Source: an optimization exercise on an open RTL-to-GDS flow (aim: small area and a short achievable clock period). Production flows keep margins and buffers that such runs may drop.
Function was checked by simulation only, so behaviour that the tests miss may differ from the original.
Power is estimated from default activity; no workload was simulated.

Setup of exp/willow:
## fifo_sync
module fifo_sync #(
    parameter WIDTH = 32,
    parameter DEPTH = 64
) (
    input  logic clk,
    input  logic rst_n,
    input  logic wr_en,
    input  logic rd_en,
    input  logic [WIDTH-1:0] wr_data,
    output logic [WIDTH-1:0] rd_data,
    output logic full,
    output logic empty,
    output logic almost_full,
    output logic [$clog2(DEPTH):0] count
);
    localparam LO = 8;
    localparam HI = DEPTH / LO;
    logic [WIDTH-1:0] mem [0:DEPTH-1];
    logic [LO-1:0] wr_lo;
    logic [HI-1:0] wr_hi, wr_hig;
    logic [DEPTH-1:0] rd_sel;    
    logic [$clog2(DEPTH):0] cnt;
    logic full_q, empty_q, afull_q;
    assign count       = cnt;
    assign full        = full_q;
    assign empty       = empty_q;
    assign almost_full = afull_q;
    wire wr_fire = wr_en & ~full_q;
    wire rd_fire = rd_en & ~empty_q;
    wire inc = wr_fire & ~rd_fire;
    wire dec = rd_fire & ~wr_fire;
    wire full_nx = inc ? (cnt == DEPTH-1) : (dec ? 1'b0 : full_q);
    wire [HI-1:0] wr_hi_nx = (wr_fire && wr_lo[LO-1]) ? {wr_hi[HI-2:0], wr_hi[HI-1]} : wr_hi;
  ...
Size in the first run: about 78 I/O pins, ~0.078 mm^2 of cells after synthesis.
Settings: LEC_CHECK=0, CAP_MARGIN=20, CORE_MARGIN=2, CORE_UTILIZATION=50, CTS_BUF_LIST=sky130_fd_sc_hd__clkbuf_16, CTS_CLUSTER_DIAMETER=80, CTS_CLUSTER_SIZE=26, SETUP_SLACK_MARGIN=1.8, SLEW_MARGIN=20; clock period 3.8 ns.
run.sh (not shown) runs the stock make flow with config.mk's settings and CLKGATE_MAP_FILE= SYNTH_SCRIPT=/design/flow/synth_recipe.tcl, a recipe that flattens the netlist after the stock synthesis.
The inputs of exp/fjord differ from those of exp/willow as listed below.
- a change of CORE_UTILIZATION from 50 to 65
- a change of SETUP_SLACK_MARGIN from 1.8 to 1.55
==> flow/flow/run.sh (new file) <==
#!/bin/bash
# The standard layout, with the data pins placed in pairs: wr_data[b] next to
# rd_data[b]. Everything else is the standard flow (standard.sh), whose
# make output goes to standard.log; ORFS's own per-step logs stay in orfs/logs.
set -euo pipefail
here=$(pwd)
bash standard.sh "PRE_IO_PLACEMENT_TCL=$here/flow/io.tcl" finish > "$here/standard.log" 2>&1
==> flow/flow/io.tcl (new file) <==
# Keep each data bit's input and output pins next to each other, so the
# storage column of a bit and its output register sit by the same pins.
for {set b 0} {$b < 32} {incr b} {
  set_io_pin_constraint -group -order -pin_names [list "wr_data\[$b\]" "rd_data\[$b\]"]
}
==> flow/standard.sh (new file) <==
#!/bin/bash
# synth_recipe.tcl (not shown) runs the flow's synth.tcl, then flattens the netlist and writes it again
# the make line also repeats each setting of config.mk as NAME=value (left out here)
make -C /OpenROAD-flow-scripts/flow DESIGN_CONFIG=/design/flow/config.mk WORK_HOME=/design/flow/orfs CLKGATE_MAP_FILE= SYNTH_SCRIPT=/design/flow/synth_recipe.tcl "${@:-finish}"
removed: flow/run.sh
Results
- Worst hold slack: exp/fjord lower than exp/willow
- When exp/fjord is set beside exp/willow, its clock group total power turns out to be about 8% smaller.
- Against exp/willow, standard cell core area in exp/fjord came out better.
- Min power density relative to cell area across exp/fjord and exp/willow: exp/willow
- exp/fjord against exp/willow: number of standard cells after synthesis shows no meaningful change, filler-free cell count of the finished design shows a reduction of 557, die area shows a reduction of about 23%.
- Against exp/willow, exp/fjord comes in about 12% lower on peak supply drop.
- The run with more routed wire is exp/willow, not exp/fjord.
- exp/fjord reached the end of the flow, and the finished layout is clean on the timing, design-rule and antenna checks.
- In the metrics for exp/fjord and exp/willow, the one carrying the lower worst setup slack is exp/fjord.
- exp/fjord and exp/willow ended up with roughly the same multi-input gate share of total cell area.
Modified inputs, exp/sierra compared to exp/fjord
- changing CTS_CLUSTER_SIZE from 26 to 30
- changing CTS_CLUSTER_DIAMETER from 80 to 70
==> flow/run.sh (new file) <==
#!/bin/bash
# synth_recipe.tcl (not shown) runs the flow's synth.tcl, then flattens the netlist and writes it again
# the make line also repeats each setting of config.mk as NAME=value (left out here)
make -C /OpenROAD-flow-scripts/flow DESIGN_CONFIG=/design/flow/config.mk WORK_HOME=/design/flow/orfs CLKGATE_MAP_FILE= SYNTH_SCRIPT=/design/flow/synth_recipe.tcl finish
removed: flow/flow/run.sh
removed: flow/flow/io.tcl
removed: flow/standard.sh
Notes after the runs:
- Diff exp/fjord -> exp/sierra: final design area excluding fillers rose about 1.7%, met2 track utilization from global routing up 1.1 points.
- Lower clock buffer count among exp/fjord and exp/sierra: exp/fjord
- In terms of sum of negative setup slack, exp/sierra and exp/fjord differ only marginally.
- [compare] base=exp/fjord new=exp/sierra: post-layout worst setup margin up 0.039 ns, non-clock buffer count went up, post-detailed-placement cell area flat, global-route wire length before repair +1.9%.
- exp/sierra vs exp/fjord — total power rose 6.9%.
- exp/fjord has lower area added between synthesis and finish than exp/sierra.
- Routed wire length up 2.2% in exp/sierra wrt exp/fjord
Here is what was changed in the inputs of exp/amber compared with exp/sierra.
- a change of CTS_CLUSTER_DIAMETER from 70 to 80
- a change of CORE_UTILIZATION from 65 to 70
- a change of SETUP_SLACK_MARGIN from 1.55 to 1.7
- a change of CTS_CLUSTER_SIZE from 30 to 26
--- outcome ---
Min number of buffers and inverters on the critical path across exp/amber and exp/sierra: exp/sierra. Taking exp/sierra as the reference, in exp/amber setup slack went down; detailed-routing wirelength on met1 lost about 10%.

port drivers added, routing unchanged:
In the flow no input, the clock included, has a driving cell. The finished layouts below were timed again as built, in two steps. Step 1, drivers: a clkbuf_16 drives clk and a buf_2 each remaining input, both assumed. Step 2, shift: input delay + t, output delay - t, t = (earliest + latest rising clock arrival at the registers) / 2. This alone moves slack from input paths to output paths. Slacks: ideal ports / drivers / drivers and shift; pairs: ideal ports / drivers.
run	t, ns	slack for setup (ns)	hold slack, ns	worst setup path at the end	clock arrival spread, ns	slew at the worst register clock pin (ns)
exp/willow	0.863	1.454 / 1.417 / 0.819	0.414 / 0.341 / 0.524	input to register	0.064 / 0.065	0.11 / 0.11
exp/fjord	0.823	1.426 / 1.422 / 0.837	0.105 / 0.063 / 0.504	input to register	0.031 / 0.030	0.11 / 0.11
exp/sierra	0.871	1.464 / 1.368 / 0.810	0.025 / -0.029 / 0.498	input to register	0.048 / 0.048	0.12 / 0.12
exp/amber	0.828	1.303 / 1.303 / 0.759	0.105 / 0.062 / 0.501	input to register	0.048 / 0.049	0.12 / 0.12
After both steps setup and hold are still met in every run listed. For exp/sierra, which loses most, drivers alone change the setup slack by -0.096 ns; drivers and shift together by -0.654 ns.
